Context: an optimization exercise on an open-source flow, tuned for small area. The choices shown serve that exercise and are no tape-out recipe. Function was checked by simulation only, so behaviour that the tests miss may differ from the original. The flow treats the clock pin as an ideal source, which a real chip does not have.

exp/fjord:
==> flow/design.v <==
module ev20aoi222( input a0, input s0, input a1, input s1, input a2, input s2,
                   output y );
	assign y = ~((a0 & s0) | (a1 & s1) | (a2 & s2));
endmodule
module ev20aoi22( input a0, input s0, input a1, input s1, output y );
	assign y = ~((a0 & s0) | (a1 & s1));
endmodule
module ev20B3BUSA( input [4:0] inSel,
                   input [16*32-1:0] regs,
                   input pol,
                   output [15:0] outputA );
	wire [31:0] sel;
	genvar i, b;
	generate
		for (i = 0; i < 32; i = i + 1) begin : dec
			assign sel[i] = (inSel == i);
		end
		for (b = 0; b < 16; b = b + 1) begin : bt
			wire [31:0] d;
			wire [10:0] g;
			for (i = 0; i < 32; i = i + 1) begin : in
				assign d[i] = regs[16*i + b];
			end
			for (i = 0; i < 10; i = i + 1) begin : grp
				ev20aoi222 u( .a0(d[3*i]), .s0(sel[3*i]), .a1(d[3*i+1]), .s1(sel[3*i+1]),
				              .a2(d[3*i+2]), .s2(sel[3*i+2]), .y(g[i]) );
			end
			ev20aoi22 ul( .a0(d[30]), .s0(sel[30]), .a1(d[31]), .s1(sel[31]), .y(g[10]) );
			assign outputA[b] = (~&g) ^ pol;
		end
	endgenerate
endmodule
module ev20B3BUSB( input [5:0] inSel,
                   input [16*36-1:0] regs,
                   input pol,
                   output [15:0] outputB );
	wire [35:0] sel;
	wire polv = pol & (inSel < 6'd36) & (inSel != 6'd34);
	genvar i, b;
	generate
		for (i = 0; i < 36; i = i + 1) begin : dec
			assign sel[i] = (inSel == i);
		end
		for (b = 0; b < 16; b = b + 1) begin : bt
			wire [35:0] d;
			wire [11:0] g;
			for (i = 0; i < 36; i = i + 1) begin : in
				assign d[i] = regs[16*i + b];
			end
			for (i = 0; i < 12; i = i + 1) begin : grp
				ev20aoi222 u( .a0(d[3*i]), .s0(sel[3*i]), .a1(d[3*i+1]), .s1(sel[3*i+1]),
				              .a2(d[3*i+2]), .s2(sel[3*i+2]), .y(g[i]) );
			end
			assign outputB[b] = (~&g) ^ polv;
		end
	endgenerate
endmodule
module ev20hold( input dn, input en, input s, input en_n, output y );
	assign y = ~((s | en) & (dn | en_n));
endmodule
module ev20holdw( input d, input en, input q, input en_n, output y );
	assign y = (d & en) | (q & en_n);
endmodule
module ev20registerBank( input CK5,
                         input [4:0] selA,
                         input [5:0] selB,
                         input [5:0] selC,
                         input [15:0] Cbus,
                         input [15:0] ToW,
                         input MR,
                         output [15:0] toA,
                         output [15:0] toB,
                         output [15:0] FromW );
	reg pol;
	always @(negedge CK5)
		pol <= ~pol;
	wire [15:0] dnC = Cbus ^ {16{pol}};
	wire [15:0] dW = MR ? ToW : Cbus;
	wire [16*36-1:0] regs;
	genvar i, b;
	generate
		for (i = 0; i < 36; i = i + 1) begin : r
			wire en = (i == 34) ? (MR | (selC == i)) : (selC == i);
			wire en_n = (i == 34) ? ~(MR | (selC == i)) : (selC != i);
			wire [15:0] nx;
			reg [15:0] q;
			for (b = 0; b < 16; b = b + 1) begin : bt
				if (i == 34) begin : w
					ev20holdw h( .d(dW[b]), .en(en), .q(q[b]), .en_n(en_n), .y(nx[b]) );
				end else begin : p
					ev20hold h( .dn(dnC[b]), .en(en), .s(q[b]), .en_n(en_n), .y(nx[b]) );
				end
			end
			always @(negedge CK5)
				q <= nx;
			assign regs[16*i +: 16] = q;
		end
	endgenerate
	ev20B3BUSA busA( .inSel(selA), .regs(regs[16*32-1:0]), .pol(pol), .outputA(toA) );
	ev20B3BUSB busB( .inSel(selB), .regs(regs), .pol(pol), .outputB(toB) );
	assign FromW = regs[16*34 +: 16];
endmodule
==> flow/config.mk <==
export PLATFORM = sky130hd
export DESIGN_NAME = ev20registerBank
export DESIGN_NICKNAME = ev20registerBank
export VERILOG_FILES = /design/flow/design.v
export SDC_FILE = /design/flow/constraint.sdc
export NUM_CORES = 4
export LEC_CHECK = 0
export CAP_MARGIN = 20
export CORE_MARGIN = 2
export CORE_UTILIZATION = 50
export GPL_TIMING_DRIVEN = 0
export SETUP_SLACK_MARGIN = 0.6
export SLEW_MARGIN = 20
export SYNTH_HIERARCHICAL = 1
==> flow/constraint.sdc <==
create_clock -name core_clock -period 12.0 [get_ports {CK5}]
set_input_delay 2.4000 -clock core_clock [delete_from_list [all_inputs] [get_ports {CK5}]]
set_output_delay 2.4000 -clock core_clock [all_outputs]
set_load 0.01 [all_outputs]
standard.sh (not shown) runs the stock make flow with config.mk's settings and CLKGATE_MAP_FILE= SYNTH_SCRIPT=/design/flow/synth_recipe.tcl, a recipe that flattens the netlist after the stock synthesis.
==> flow/flow/run.sh <==
#!/bin/bash
# Own flow: the standard layout (standard.sh, standard synthesis) with:
#  - ports buffered with buf_1;
#  - before repair_design, gates put back to their smallest size (pre_resize.tcl);
#  - the clock inverter (the registers load on the falling edge) kept as the one
#    root of the clock tree instead of being cloned next to every register
#    (pre_cts.tcl), as a clkinv_4; CTS builds the tree below it with clkbuf_16, no dummy loads.
# Each tool's full log is in orfs/logs/...; make's own output is in flow_make.log.
set -euo pipefail
W=$PWD
F=$W/flow
bash standard.sh \
  PRE_RESIZE_TCL=$F/pre_resize.tcl \
  PRE_CTS_TCL=$F/pre_cts.tcl \
  "BUFFER_PORTS_ARGS=-buffer_cell sky130_fd_sc_hd__buf_1" \
  "CTS_ARGS=-sink_clustering_enable -repair_clock_nets -dont_use_dummy_load -buf_list sky130_fd_sc_hd__clkbuf_16 -sink_clustering_size 25 -sink_clustering_max_diameter 100" \
  finish > $W/flow_make.log 2>&1
==> flow/flow/pre_cts.tcl <==
# The registers load on the falling edge of CK5, so synthesis puts one inverter
# on the clock. Keep that single inverter as the root of the clock tree instead
# of cloning it next to every register (one inverter per flip-flop), and give
# it the drive of a clkinv_4 for the clock tree it now drives.
proc repair_clock_inverters {args} { puts "repair_clock_inverters: kept the single clock inverter" }
set ck [[ord::get_db_block] findNet CK5]
foreach it [$ck getITerms] {
  set inst [$it getInst]
  if {[string match sky130_fd_sc_hd__*inv_* [[$inst getMaster] getName]]} {
    puts "pre_cts: clock inverter [$inst getName] [[$inst getMaster] getName] -> clkinv_4"
    replace_cell [get_cells [$inst getName]] [get_lib_cells sky130_fd_sc_hd__clkinv_4]
  }
}
==> flow/flow/pre_resize.tcl <==
# Before repair_design: Yosys/ABC sized some gates up for loads it guessed.
# Put every combinational gate back to its smallest size and keep repair_design
# to drive strengths up to 4, so it repairs slew and capacitance with small
# buffers and sizes where the placed loads need them. Setup timing is
# repaired after CTS as usual (this don't-use list only holds for this step).
set_dont_use [get_lib_cells {sky130_fd_sc_hd__*_6 sky130_fd_sc_hd__*_8 sky130_fd_sc_hd__*_12 sky130_fd_sc_hd__*_16}]
set n 0
foreach inst [get_cells *] {
  set m [get_property $inst ref_name]
  if {[regexp {^(sky130_fd_sc_hd__[a-z0-9]+)_([0-9]+)$} $m -> base sz] && $sz > 1} {
    if {[string match *clk* $base] || [string match *tap* $base] || [string match *df* $base] || [string match *conb* $base]} continue
    set lc [get_lib_cells -quiet ${base}_1]
    if {$lc == ""} { set lc [get_lib_cells -quiet ${base}_0] }
    if {$lc != ""} { replace_cell $inst $lc; incr n }
  }
}
puts "pre_resize: downsized $n instances"
Per the final summary, exp/fjord finished and its layout is clean on timing, DRC and antenna.
Edits applied to the flow inputs when going from exp/fjord to exp/umber:
-- flow/flow/run.sh --
<<< exp/fjord, line 7
#    (pre_cts.tcl), as a clkinv_4; CTS builds the tree below it with clkbuf_16, no dummy loads.
>>> exp/umber, line 7
#    (pre_cts.tcl); CTS builds the tree below it with clkbuf_16, no dummy loads.
==> flow/flow/pre_cts.tcl <==
# The registers load on the falling edge of CK5, so synthesis puts one inverter
# on the clock. Keep that single inverter as the root of the clock tree instead
# of cloning it next to every register (one inverter per flip-flop).
proc repair_clock_inverters {args} { puts "repair_clock_inverters: kept the single clock inverter" }
-- flow/flow/pre_resize.tcl --
<<< exp/fjord, line 3
# to drive strengths up to 4, so it repairs slew and capacitance with small
>>> exp/umber, line 3
# to drive strengths up to 2, so it repairs slew and capacitance with small
-- flow/config.mk --
<<< exp/fjord, line 8
export CAP_MARGIN = 20
>>> exp/umber, line 8
export CAP_MARGIN = 15
<<< exp/fjord, line 12
export SETUP_SLACK_MARGIN = 0.6
export SLEW_MARGIN = 20
>>> exp/umber, line 12
export SLEW_MARGIN = 15
Findings:
The flow completed for exp/umber, but it is not clean: the layout still shows setup timing.
exp/fjord did not stop at any stage, and its layout met the timing, DRC and antenna checks.
Cell count after placement ends up lower on exp/fjord.
Simple-gate share of the synthesized area essentially unchanged between exp/fjord and exp/umber.
Total length of routed met3 wires came out higher on exp/umber than on exp/fjord.
On minimum setup slack in the final design: between exp/umber and exp/fjord, it ends up lower for exp/umber.
exp/fjord → exp/umber: wire length on met1 went down 1300 um, wire length flat.
Modified inputs, exp/pepper compared to exp/umber
-- flow/flow/run.sh --
<<< exp/umber, line 7
#    (pre_cts.tcl); CTS builds the tree below it with clkbuf_16, no dummy loads.
>>> exp/pepper, line 7
#    (pre_cts.tcl), as a clkinv_4; CTS builds the tree below it with clkbuf_16, no dummy loads.
-- flow/flow/pre_cts.tcl --
<<< exp/umber, line 3
# of cloning it next to every register (one inverter per flip-flop).
>>> exp/pepper, line 3
# of cloning it next to every register (one inverter per flip-flop), and give
# it the drive of a clkinv_4 for the clock tree it now drives.
<<< exp/umber, line 5
>>> exp/pepper, line 6
set ck [[ord::get_db_block] findNet CK5]
foreach it [$ck getITerms] {
  set inst [$it getInst]
  if {[string match sky130_fd_sc_hd__*inv_* [[$inst getMaster] getName]]} {
    puts "pre_cts: clock inverter [$inst getName] [[$inst getMaster] getName] -> clkinv_4"
    replace_cell [get_cells [$inst getName]] [get_lib_cells sky130_fd_sc_hd__clkinv_4]
  }
}
-- flow/flow/pre_resize.tcl --
<<< exp/umber, line 3
# to drive strengths up to 2, so it repairs slew and capacitance with small
>>> exp/pepper, line 3
# to drive strengths up to 4, so it repairs slew and capacitance with small
<<< exp/umber, line 7
>>> exp/pepper, line 7
set_dont_use [get_lib_cells {sky130_fd_sc_hd__xor2_2 sky130_fd_sc_hd__xor2_4 sky130_fd_sc_hd__xnor2_2 sky130_fd_sc_hd__xnor2_4}]
-- flow/config.mk --
<<< exp/umber, line 12
>>> exp/pepper, line 12
export SETUP_SLACK_MARGIN = 0.3
exp/pepper: full flow OK, the timing, DRC and antenna checks passed
exp/pepper vs. exp/umber: multi-input gate share of total cell area went down by 1.0 points.
Post-layout net count of exp/pepper exceeds that of exp/umber by a few percent.
Summary of exp/pepper over exp/umber: via count rose 186; post-route standard cell area excluding fillers has decreased.
#### Input delta (exp/violet over exp/pepper)
-- flow/flow/pre_resize.tcl --
<<< exp/pepper, line 7
set_dont_use [get_lib_cells {sky130_fd_sc_hd__xor2_2 sky130_fd_sc_hd__xor2_4 sky130_fd_sc_hd__xnor2_2 sky130_fd_sc_hd__xnor2_4}]
>>> exp/violet, line 7
exp/pepper finished all stages; the layout is clean. exp/violet did not stop at any stage, and its layout met the timing, DRC and antenna checks. Summary: first-iteration DRC count, exp/violet worse than exp/pepper. [compare] base=exp/pepper new=exp/violet: worst max-slew margin expressed relative to the limit picked up an extra 5.2 points; source-to-sink clock delay at the later pin of the worst-skew pair did not really move.
diff inputs: exp/violet => exp/ember
-- flow/flow/run.sh --
<<< exp/violet, line 16
  "CTS_ARGS=-sink_clustering_enable -repair_clock_nets -dont_use_dummy_load -buf_list sky130_fd_sc_hd__clkbuf_16 -sink_clustering_size 25 -sink_clustering_max_diameter 100" \
>>> exp/ember, line 16
  "CTS_ARGS=-sink_clustering_enable -repair_clock_nets -dont_use_dummy_load -buf_list sky130_fd_sc_hd__clkbuf_16 -sink_clustering_size 27 -sink_clustering_max_diameter 100" \
-- flow/flow/pre_resize.tcl --
<<< exp/violet, line 7
>>> exp/ember, line 7
set_dont_use [get_lib_cells {sky130_fd_sc_hd__xor2_2 sky130_fd_sc_hd__xor2_4 sky130_fd_sc_hd__xnor2_2 sky130_fd_sc_hd__xnor2_4}]
==> comparison <==
Diff exp/violet -> exp/ember: average via count per standard cell -1.4%; number of clock sinks seen by CTS ~0 delta; met3 global-route usage -0.45 points. Against exp/violet as the reference, exp/ember delivers a higher number of non-clock buffers in the layout.
